Source: an optimization exercise on an open RTL-to-GDS flow (aim: small area, a short achievable clock period and few clock cycles). Production flows keep margins and buffers that such runs may drop.
The RTL was checked by simulation tests, not by an equivalence proof against the original design.
No activity file was given, so power comes from the tool's default toggle rates.

Setup of zinc:
==> flow/design.v <==
module poly2mono #(
  parameter MAX_VOICE = 16
)(
  input  logic       clk,
  input  logic       reset_n,
  output logic       ready,
  input  logic       valid_in,
  input  logic       note_on_in,
  input  logic [6:0] note_num_in,
  input  logic [6:0] velocity_in,
  output logic       note_on_out,
  output logic [6:0] note_num_out,
  output logic [6:0] velocity_out
);
  localparam N = 16;
  logic       p_on, p_off;
  logic [6:0] p_note, p_vel;
  logic [6:0] e_note [0:N-1];
  logic [6:0] e_vel  [0:N-1];
  logic [N-1:0] valid;    
  logic [N-1:0] m;
  logic hit_r;
  logic c_0, c_1, c_2, c_15, c_16;
  assign c_0  = ~valid[0];
  assign c_1  = valid[0] & ~valid[1];
  assign c_2  = valid[1] & ~valid[2];
  assign c_15 = valid[N-2] & ~valid[N-1];
  assign c_16 = valid[N-1];
  assign ready = 1'b1;
  logic [N-1:0] pre, dn, ld, hold_n, hold_v;
  logic hit, full, push, rm;
  logic [6:0] nx_note [0:N-1];
  logic [6:0] nx_vel  [0:N-1];
  logic [N-1:0] valid_nx;
  always_comb begin
    pre[0] = m[0];
    for (int i = 1; i < N; i++)
      pre[i] = pre[i-1] | m[i];
  end
  assign hit  = hit_r;
  assign full = c_16;
  assign push = p_on & ~hit & ~full;
  assign rm   = p_off & hit;
  always_comb begin
    for (int i = 0; i < N; i++) begin
      dn[i]     = (i < N-1) & p_off & pre[i];
      ld[i]     = p_on & m[i];
      hold_n[i] = ~push & ~dn[i];
      hold_v[i] = ~push & ~dn[i] & ~ld[i];
    end
    nx_note[0] = ({7{push}} & p_note) | ({7{dn[0]}} & e_note[1]) | ({7{hold_n[0]}} & e_note[0]);
    nx_vel[0]  = ({7{push | ld[0]}} & p_vel) | ({7{dn[0]}} & e_vel[1]) | ({7{hold_v[0]}} & e_vel[0]);
    for (int i = 1; i < N-1; i++) begin
      nx_note[i] = ({7{push}} & e_note[i-1]) | ({7{dn[i]}} & e_note[i+1]) | ({7{hold_n[i]}} & e_note[i]);
      nx_vel[i]  = ({7{push}} & e_vel[i-1]) | ({7{dn[i]}} & e_vel[i+1]) | ({7{ld[i]}} & p_vel)
                 | ({7{hold_v[i]}} & e_vel[i]);
    end
    nx_note[N-1] = ({7{push}} & e_note[N-2]) | ({7{hold_n[N-1]}} & e_note[N-1]);
    nx_vel[N-1]  = ({7{push}} & e_vel[N-2]) | ({7{ld[N-1]}} & p_vel) | ({7{hold_v[N-1]}} & e_vel[N-1]);
  end
  always_ff @(posedge clk) begin
    for (int i = 0; i < N; i++) begin
      e_note[i] <= nx_note[i];
      e_vel[i]  <= nx_vel[i];
    end
  end
  always_comb
    for (int i = 0; i < N; i++)
      valid_nx[i] = push ? ((i == 0) | valid[(i == 0) ? 0 : i-1])
                  : rm   ? ((i < N-1) & valid[(i < N-1) ? i+1 : i])
                  :        valid[i];
  always_ff @(posedge clk) begin
    if (~reset_n)
      valid <= '0;
    else
      valid <= valid_nx;
  end
  logic in_is_on, in_on, in_off;
  assign in_is_on = note_on_in & (|velocity_in);
  assign in_on    = reset_n & valid_in & in_is_on;
  assign in_off   = reset_n & valid_in & ~in_is_on;
  always_ff @(posedge clk) begin
    p_on   <= in_on;
    p_off  <= in_off;
    p_note <= note_num_in;
    p_vel  <= velocity_in;
  end
  logic [N:0] v;    
  logic [N-1:0] m_nx;
  logic top_hit, one_nx;
  always_comb begin
    v[0] = note_num_in == p_note;
    for (int j = 0; j < N; j++)
      v[j+1] = valid[j] & (note_num_in == e_note[j]);
    for (int i = 0; i < N; i++)
      m_nx[i] = push ? v[i] : (p_off & pre[i]) ? ((i < N-1) ? v[i+2] : 1'b0) : v[i+1];
  end
  assign top_hit = m_nx[0];
  logic hit_nx;
  assign hit_nx = ((|v[N:1]) & ~(rm & v[0])) | (push & v[0]);
  always_ff @(posedge clk) begin
    m     <= m_nx;
    hit_r <= hit_nx;
  end
  logic full_nx;
  assign one_nx  = push ? c_0 : rm ? c_2 : c_1;
  assign full_nx = push ? c_15 : ~rm & c_16;
  always_ff @(posedge clk) begin
    if (~reset_n) begin
      note_on_out  <= 1'b0;
      note_num_out <= 7'd0;
      velocity_out <= 7'd0;
    end else if (in_on) begin
      note_on_out <= 1'b1;
      if (~full_nx) begin
        note_num_out <= note_num_in;
        velocity_out <= velocity_in;
      end
    end else if (in_off & top_hit) begin
      note_on_out  <= ~one_nx;
      note_num_out <= one_nx ? nx_note[0] : nx_note[1];
      velocity_out <= one_nx ? nx_vel[0]  : nx_vel[1];
    end
  end
endmodule
make LEC_CHECK=0 CAP_MARGIN=20 CORE_MARGIN=2 CORE_UTILIZATION=60 SETUP_SLACK_MARGIN=4.0 SLEW_MARGIN=20 TNS_END_PERCENT=5 finish   # period 6.0 ns
run.sh (not shown) runs the stock make flow with config.mk's settings and CLKGATE_MAP_FILE= SYNTH_SCRIPT=/design/flow/synth_recipe.tcl, a recipe that flattens the netlist after the stock synthesis.
Testbench counts of zinc, summed over its fixed seeds: cycles 24,000.
## Diff of input files: willow against zinc
- swapping 4.0 for 3.8 in SETUP_SLACK_MARGIN
- putting CTS_CLUSTER_SIZE at 30 where nothing was set
- putting CTS_CLUSTER_DIAMETER at 100 where nothing was set
## What came out
- The flow did not stop early for willow: all stages ran, and the layout cleared the timing, design-rule and antenna checks.
- zinc finished every step from synthesis to the final layout, and the layout passed the timing, design-rule and antenna checks.
- From zinc to willow the numbers moved as follows: cell leakage power went down, post-place instance area did not really move, number of non-clock buffers went down.
- Total routed wirelength, willow and zinc: lower on willow

## port drivers added, routing unchanged
No port has a modelled driver above. Below, the same layouts with a new extraction and two added sets of constraints.
Step 1 (the two cells are an assumption about what drives the block):
set clk [get_ports {clk}]
set_driving_cell -lib_cell sky130_fd_sc_hd__clkbuf_16 $clk
set_driving_cell -lib_cell sky130_fd_sc_hd__buf_2 [delete_from_list [all_inputs] $clk]
Step 2 moves the port delays by t, midway between the first and last clock arrival at a register: inputs arrive t later, outputs are due t later. That takes back most of the time a late clock gives input paths.
Slacks: ideal / step 1 / step 2; pairs: ideal / step 1.
run | t (ns) | setup slack, ns | hold WS [ns] | worst slew at a driven data input, ns
zinc | 0.607 | 3.492 / 3.479 / 2.912 | 0.445 / 0.445 / 0.445 | 0.05
willow | 0.542 | 3.487 / 3.498 / 2.955 | 0.451 / 0.451 / 0.451 | 0.05
After both steps every run listed still meets setup and hold. For zinc, which loses most, drivers alone change the setup slack by -0.013 ns; drivers and shift together by -0.580 ns.
